From an optimization exercise on the open Yosys and OpenROAD flow, aimed at small area, a short achievable clock period and few clock cycles per item; shortcuts taken in it are not production practice.
Function was checked by simulation only, so behaviour that the tests miss may differ from the original.

==> wip/pepper <==
==> flow/design.v <==
module ysyx_22040228divider (
    input        wire                                       clk               ,
    input        wire                                       rst               ,
    input        wire    [63:0]                             diviser           ,
    input        wire    [63:0]                             dividend          ,
    input        wire    [7 :0]                             inst_opcode       ,
    input        wire                                       div_ready         ,
    output       wire    [63:0]                             div_rem_data      ,
    output       wire                                       div_finish
);
localparam [2:0] S_IDLE = 3'd0,
                 S_CHK  = 3'd1,
                 S_RUN  = 3'd2,
                 S_FIX  = 3'd3,
                 S_DONE = 3'd4;
reg     [2:0]    st       ;
reg              finish   ;
reg     [63:0]   R        ;    
reg     [71:0]   D        ;    
reg     [63:0]   Q        ;    
reg     [6:0]    t        ;    
reg              aln      ;    
reg              wrd      ;    
reg              rem      ;    
reg              aneg     ;    
reg              bneg     ;    
reg              nfin     ;    
wire op_div   = (inst_opcode == 8'b10000110  );
wire op_divu  = (inst_opcode == 8'b00011010 );
wire op_divw  = (inst_opcode == 8'b01010001 );
wire op_divuw = (inst_opcode == 8'b00100101);
wire op_rem   = (inst_opcode == 8'b11000001  );
wire op_remu  = (inst_opcode == 8'b10000101 );
wire op_remw  = (inst_opcode == 8'b00010011 );
wire op_remuw = (inst_opcode == 8'b01000011);
wire i_sgn  = op_div | op_divw | op_rem | op_remw ;
wire i_wrd  = op_divw | op_divuw | op_remw | op_remuw ;
wire i_rem  = op_rem | op_remu | op_remw | op_remuw ;
wire i_aneg = i_sgn & (i_wrd ? dividend[31] : dividend[63]) ;
wire i_bneg = i_sgn & (i_wrd ? diviser[31]  : diviser[63] ) ;
wire [63:0] a_mag = {(i_wrd ? 32'b0 : (dividend[63:32] ^ {32{i_aneg}})), dividend[31:0] ^ {32{i_aneg}}} ;
wire [63:0] b_mag = {(i_wrd ? 32'b0 : (diviser[63:32]  ^ {32{i_bneg}})), diviser[31:0]  ^ {32{i_bneg}}} ;
reg [63:0] H ;
reg [63:0] hl ;
integer k, l ;
always @(*) begin
    H = R ;
    for (l = 0; l < 6; l = l + 1) begin
        hl = H ;
        for (k = 0; k < 64; k = k + 1)
            if (((k >> l) & 1) == 0)
                H[k] = hl[k] | hl[(k | (1 << l)) & ~((1 << l) - 1)] ;
    end
end
wire d_hi  = |D[71:64] ;
wire len_ge = d_hi | (|(D[63:0] & ~{1'b0, H[63:1]})) ;    
wire len_gt = d_hi | (|(D[63:0] & ~H)) ;                  
wire len_g2 = (|D[71:65]) | (|(D[64:1] & ~H)) ;           
wire d_zero = ~(|D) & ~bneg ;                             
wire        force1 = (st == S_FIX) | ((st == S_CHK) & aneg) ;    
wire [63:0] sub_b  = force1 ? 64'b0 : ~D[63:0] ;
wire        sub_ci = force1 | ~bneg ;
reg [63:0] ag, ap, AG, AP, agl, apl ;
integer m, n ;
always @(*) begin
    ag = R & sub_b ;
    ap = R ^ sub_b ;
    AG = ag ;
    AP = ap ;
    for (n = 0; n < 6; n = n + 1) begin
        agl = AG ;
        apl = AP ;
        for (m = 0; m < 64; m = m + 1)
            if (((m >> n) & 1) == 1) begin
                AG[m] = agl[m] | (apl[m] & agl[((m >> n) << n) - 1]) ;
                AP[m] = apl[m] & apl[((m >> n) << n) - 1] ;
            end
    end
end
wire [64:0] cy  = {AG | (AP & {64{sub_ci}}), sub_ci} ;    
wire [64:0] sub = {cy[64], ap ^ cy[63:0]} ;
wire        ge     = sub[64] & ~d_hi ;
wire quick  = d_zero | (aneg ? len_g2 : len_gt) ;
wire run    = (st == S_RUN) | ((st == S_CHK) & ~quick & ~aneg) ;
wire shift8 = run & aln & H[0] & ~len_ge ;                  
wire skip2  = run & ~shift8 & (t != 7'd0) & len_g2 ;        
wire step1  = run & ~shift8 & ~skip2 ;
wire last   = (skip2 & (t == 7'd1)) | (step1 & (t == 7'd0)) ;
wire idle   = (st == S_IDLE) ;
wire chk_q  = (st == S_CHK) & quick ;
wire chk_n  = (st == S_CHK) & ~quick & aneg ;              
wire grow   = shift8 | (chk_n & ~len_gt) ;                 
wire iter   = step1 | skip2 ;
wire [63:0] q_next = (skip2 | chk_q) ? {Q[61:0], 2'b00} : {Q[62:0], ge} ;
wire        fin     = chk_q | (iter & last) ;               
wire        nf      = chk_q ? (rem ? aneg : d_zero) : nfin ;
wire        use_sub = chk_n | (st == S_FIX) | (ge & iter & ~(last & ~rem)) ;
wire [63:0] r_oth   = idle ? a_mag : (fin ? ((rem ? R : q_next) ^ {64{nf}}) : R) ;
always @(posedge clk) begin
    if (idle | (chk_n & len_gt))
        D <= {8'b0, b_mag} ;
    else if (grow)
        D <= {D[63:0], {8{bneg}}} ;
    else if (skip2)
        D <= {2'b0, D[71:2]} ;
    else
        D <= {1'b0, D[71:1]} ;
    Q <= iter ? q_next : 64'b0 ;
    if (idle)
        t <= 7'd0 ;
    else if (grow)
        t <= t + 7'd8 ;
    else if (iter)
        t <= t - (skip2 ? 7'd2 : 7'd1) ;
    if (idle) begin
        aln  <= 1'b1 ;
        wrd  <= i_wrd ;
        rem  <= i_rem ;
        aneg <= i_aneg ;
        bneg <= i_bneg ;
        nfin <= i_rem ? i_aneg : (i_aneg ^ i_bneg) ;
    end
    else if (iter)
        aln <= 1'b0 ;
    R <= use_sub ? (sub[63:0] ^ {64{fin & rem & nf}}) : r_oth ;
end
always @(posedge clk) begin
    if (rst == 1'b1) begin
        st     <= S_IDLE ;
        finish <= 1'b0 ;
    end
    else begin
        case (st)
            S_IDLE : begin
                finish <= 1'b0 ;
                if (div_ready)
                    st <= S_CHK ;
            end
            S_FIX : begin
                st     <= S_DONE ;
                finish <= 1'b1 ;
            end
            S_DONE : begin
                st     <= S_IDLE ;
                finish <= 1'b0 ;
            end
            default : begin    
                if (chk_q) begin
                    st     <= S_DONE ;
                    finish <= 1'b1 ;
                end
                else if (iter & last) begin
                    st     <= nfin ? S_FIX : S_DONE ;
                    finish <= ~nfin ;
                end
                else
                    st <= S_RUN ;
            end
        endcase
    end
end
assign div_finish   = finish ;
assign div_rem_data = wrd ? {{32{R[31]}}, R[31:0]} : R ;
endmodule
module ysyx_22040228divunit (
    input        wire                                       clk               ,
    input        wire                                       rst               ,
    input        wire    [63:0]                             op1_i             ,
    input        wire    [63:0]                             op2_i             ,
    input        wire    [7 :0]                             inst_opcode_i     ,
    input        wire                                       div_ready         ,
    output       wire    [63:0]                             div_rem_data      ,
    output       wire                                       div_finish
);
ysyx_22040228divider divider2 (
    .clk              (clk            ) ,
    .rst              (rst            ) ,
    .dividend         (op1_i          ) ,
    .diviser          (op2_i          ) ,
    .inst_opcode      (inst_opcode_i  ) ,
    .div_ready        (div_ready      ) ,
    .div_rem_data     (div_rem_data   ) ,
    .div_finish       (div_finish     )
);
endmodule
==> flow/run.sh <==
#!/bin/bash
# synth_recipe.tcl (not shown) runs the flow's synth.tcl, then flattens the netlist and writes it again
# the make line also repeats each setting of config.mk as NAME=value (left out here)
make -C /OpenROAD-flow-scripts/flow DESIGN_CONFIG=/design/flow/config.mk WORK_HOME=/design/flow/orfs CLKGATE_MAP_FILE= SYNTH_SCRIPT=/design/flow/synth_recipe.tcl finish
==> flow/config.mk <==
export PLATFORM = sky130hd
export DESIGN_NAME = ysyx_22040228divunit
export DESIGN_NICKNAME = ysyx_22040228divunit
export VERILOG_FILES = /design/flow/design.v
export SDC_FILE = /design/flow/constraint.sdc
export NUM_CORES = 4
export LEC_CHECK = 0
export CAP_MARGIN = 20
export CORE_MARGIN = 2
export CORE_UTILIZATION = 40
export PLACE_DENSITY = 0.6
export SETUP_SLACK_MARGIN = 1.5
export SLEW_MARGIN = 20
==> flow/constraint.sdc <==
create_clock -name core_clock -period 5.5 [get_ports {clk}]
set_input_delay 1.1000 -clock core_clock [delete_from_list [all_inputs] [get_ports {clk}]]
set_output_delay 1.1000 -clock core_clock [all_outputs]
set_load 0.01 [all_outputs]
==> wip/cedar (differences from wip/pepper) <==
==> flow/design.v, changed modules only <==
module ysyx_22040228divider (
    input        wire                                       clk               ,
    input        wire                                       rst               ,
    input        wire    [63:0]                             diviser           ,
    input        wire    [63:0]                             dividend          ,
    input        wire    [7 :0]                             inst_opcode       ,
    input        wire                                       div_ready         ,
    output       wire    [63:0]                             div_rem_data      ,
    output       wire                                       div_finish
);
localparam [2:0] S_IDLE = 3'd0,
                 S_PREP = 3'd1,
                 S_CHK  = 3'd2,
                 S_RUN  = 3'd3,
                 S_FIX1 = 3'd4,
                 S_FIX2 = 3'd5,
                 S_DONE = 3'd6;
reg     [2:0]    st       ;
reg              finish   ;
reg     [63:0]   R        ;    
reg     [71:0]   D        ;    
reg     [63:0]   Q        ;    
reg     [6:0]    t        ;    
reg              ci       ;    
reg              aln      ;    
reg              wrd      ;    
reg              rem      ;    
reg              aneg     ;    
reg              bneg     ;    
reg              nfin     ;    
wire op_div   = (inst_opcode == 8'b10000110  );
wire op_divw  = (inst_opcode == 8'b01010001 );
wire op_divuw = (inst_opcode == 8'b00100101);
wire op_rem   = (inst_opcode == 8'b11000001  );
wire op_remu  = (inst_opcode == 8'b10000101 );
wire op_remw  = (inst_opcode == 8'b00010011 );
wire op_remuw = (inst_opcode == 8'b01000011);
wire i_sgn  = op_div | op_divw | op_rem | op_remw ;
wire i_wrd  = op_divw | op_divuw | op_remw | op_remuw ;
wire i_rem  = op_rem | op_remu | op_remw | op_remuw ;
wire i_aneg = i_sgn & (i_wrd ? dividend[31] : dividend[63]) ;
wire i_bneg = i_sgn & (i_wrd ? diviser[31]  : diviser[63] ) ;
wire [63:0] a_mag = {(i_wrd ? 32'b0 : (dividend[63:32] ^ {32{i_aneg}})), dividend[31:0] ^ {32{i_aneg}}} ;
wire [63:0] b_mag = {(i_wrd ? 32'b0 : (diviser[63:32]  ^ {32{i_bneg}})), diviser[31:0]  ^ {32{i_bneg}}} ;
reg [63:0] H ;
reg [63:0] hl ;
integer k, l ;
always @(*) begin
    H = R ;
    for (l = 0; l < 6; l = l + 1) begin
        hl = H ;
        for (k = 0; k < 64; k = k + 1)
            if (((k >> l) & 1) == 0)
                H[k] = hl[k] | hl[(k | (1 << l)) & ~((1 << l) - 1)] ;
    end
end
wire d_hi   = |D[71:64] ;
wire len_ge = d_hi | (|(D[63:0] & ~{1'b0, H[63:1]})) ;    
wire len_g2 = (|D[71:65]) | (|(D[64:1] & ~H)) ;           
wire d_zero = ~(|D) & ~bneg ;                             
wire [63:0] sub_b = ~D[63:0] ;
reg  [63:0] ag, ap, cg, cp, cgl, cpl ;
integer m, n ;
always @(*) begin
    ag = R & sub_b ;
    ap = R ^ sub_b ;
    cg = ag ;
    cp = ap ;
    for (n = 0; n < 6; n = n + 1) begin
        cgl = cg ;
        cpl = cp ;
        for (m = 0; m < 64; m = m + 1)
            if (((m >> n) & 1) == 1) begin
                cg[m] = cgl[m] | (cpl[m] & cgl[((m >> n) << n) - 1]) ;
                cp[m] = cpl[m] & cpl[((m >> n) << n) - 1] ;
            end
    end
end
wire [64:0] cy  = {cg | (cp & {64{ci}}), ci} ;    
wire [64:0] sub = {cy[64], ap ^ cy[63:0]} ;
wire        ge  = sub[64] & ~d_hi ;
wire idle   = (st == S_IDLE) ;
wire prep   = (st == S_PREP) ;
wire quick  = d_zero ;
wire chk_q  = (st == S_CHK) & quick ;
wire run    = (st == S_RUN) | ((st == S_CHK) & ~quick) ;
wire shift8 = run & aln & H[0] & ~len_ge ;                  
wire skip2  = run & ~shift8 & (t != 7'd0) & len_g2 ;        
wire step1  = run & ~shift8 & ~skip2 ;
wire iter   = step1 | skip2 ;
wire last   = (skip2 & (t == 7'd1)) | (step1 & (t == 7'd0)) ;
wire fin    = chk_q | (iter & last) ;                       
wire q_zero = ~(|Q[62:0]) & ~ge ;                          
wire tofix  = chk_q ? (rem ? aneg : 1'b1) : (nfin & (rem | ~q_zero)) ;    
wire [63:0] q_next = (skip2 | chk_q) ? {Q[61:0], 1'b0, chk_q & d_zero} : {Q[62:0], ge} ;
wire        use_sub = prep | (st == S_FIX2) | (ge & step1 & ~(last & ~rem)) ;
wire [63:0] r_oth   = idle ? a_mag : ((st == S_FIX1) ? 64'b0 : ((fin & ~rem) ? q_next : R)) ;
always @(posedge clk) begin
    if (idle | prep)
        D <= {8'b0, b_mag | {64{idle & i_aneg}}} ;
    else if (st == S_FIX1)
        D <= {8'b0, R} ;
    else if (shift8)
        D <= {D[63:0], {8{bneg}}} ;
    else if (skip2)
        D <= {2'b0, D[71:2]} ;
    else
        D <= {1'b0, D[71:1]} ;
    Q <= iter ? q_next : 64'b0 ;
    if (idle)
        t <= 7'd0 ;
    else if (shift8)
        t <= t + 7'd8 ;
    else if (iter)
        t <= t - (skip2 ? 7'd2 : 7'd1) ;
    if (idle)
        ci <= i_aneg | ~i_bneg ;
    else if (prep)
        ci <= ~bneg ;
    else if (st == S_FIX1)
        ci <= 1'b1 ;
    if (idle) begin
        aln  <= 1'b1 ;
        wrd  <= i_wrd ;
        rem  <= i_rem ;
        aneg <= i_aneg ;
        bneg <= i_bneg ;
        nfin <= i_rem ? i_aneg : (i_aneg ^ i_bneg) ;
    end
    else if (iter)
        aln <= 1'b0 ;
    R <= use_sub ? sub[63:0] : r_oth ;
end
always @(posedge clk) begin
    if (rst == 1'b1) begin
        st     <= S_IDLE ;
        finish <= 1'b0 ;
    end
    else begin
        case (st)
            S_IDLE : begin
                finish <= 1'b0 ;
                if (div_ready)
                    st <= i_aneg ? S_PREP : S_CHK ;
            end
            S_PREP :
                st <= S_CHK ;
            S_FIX1 :
                st <= S_FIX2 ;
            S_FIX2 : begin
                st     <= S_DONE ;
                finish <= 1'b1 ;
            end
            S_DONE : begin
                st     <= S_IDLE ;
                finish <= 1'b0 ;
            end
            default : begin    
                if (fin) begin
                    st     <= tofix ? S_FIX1 : S_DONE ;
                    finish <= ~tofix ;
                end
                else
                    st <= S_RUN ;
            end
        endcase
    end
end
assign div_finish   = finish ;
assign div_rem_data = wrd ? {{32{R[31]}}, R[31:0]} : R ;
endmodule
==> comparison <==
Between wip/pepper and wip/cedar, the lower die area is in wip/cedar (gap about 12%, measured against wip/cedar). Against wip/cedar, the non-clock buffer count of wip/pepper is higher by 96. Between wip/pepper and wip/cedar, the lower worst hold slack is in wip/pepper (gap 18 ps).
Testbench counts of wip/pepper, summed over its fixed seeds: cycles 39,535, items 3,200.
Testbench counts of wip/cedar, summed over its fixed seeds: cycles 40,989, items 3,200.

what the ideal ports hide:
No port has a modelled driver above. Below, the same layouts with a new extraction and two added sets of constraints.
Step 1 assumes that a clkbuf_16 drives the clock port and a buf_2 every other input.
Step 2, shift: input delay + t, output delay - t, t = (earliest + latest rising clock arrival at the registers) / 2. This alone moves slack from input paths to output paths.
Slacks: no drivers / after step 1 / after step 2; pairs: no drivers / after step 1.
run	t (ns)	setup WS [ns]	slew at the worst register clock pin (ns)	worst slew at a driven data input, ns
wip/pepper	0.619	1.241 / 1.241 / 1.167	0.07 / 0.07	0.06
wip/cedar	0.599	1.224 / 1.224 / 1.116	0.07 / 0.07	0.07
After both steps setup and hold are still met in every run listed. The setup slack of wip/cedar, which loses most, moves by 0.000 ns with the drivers and by -0.108 ns with both steps.
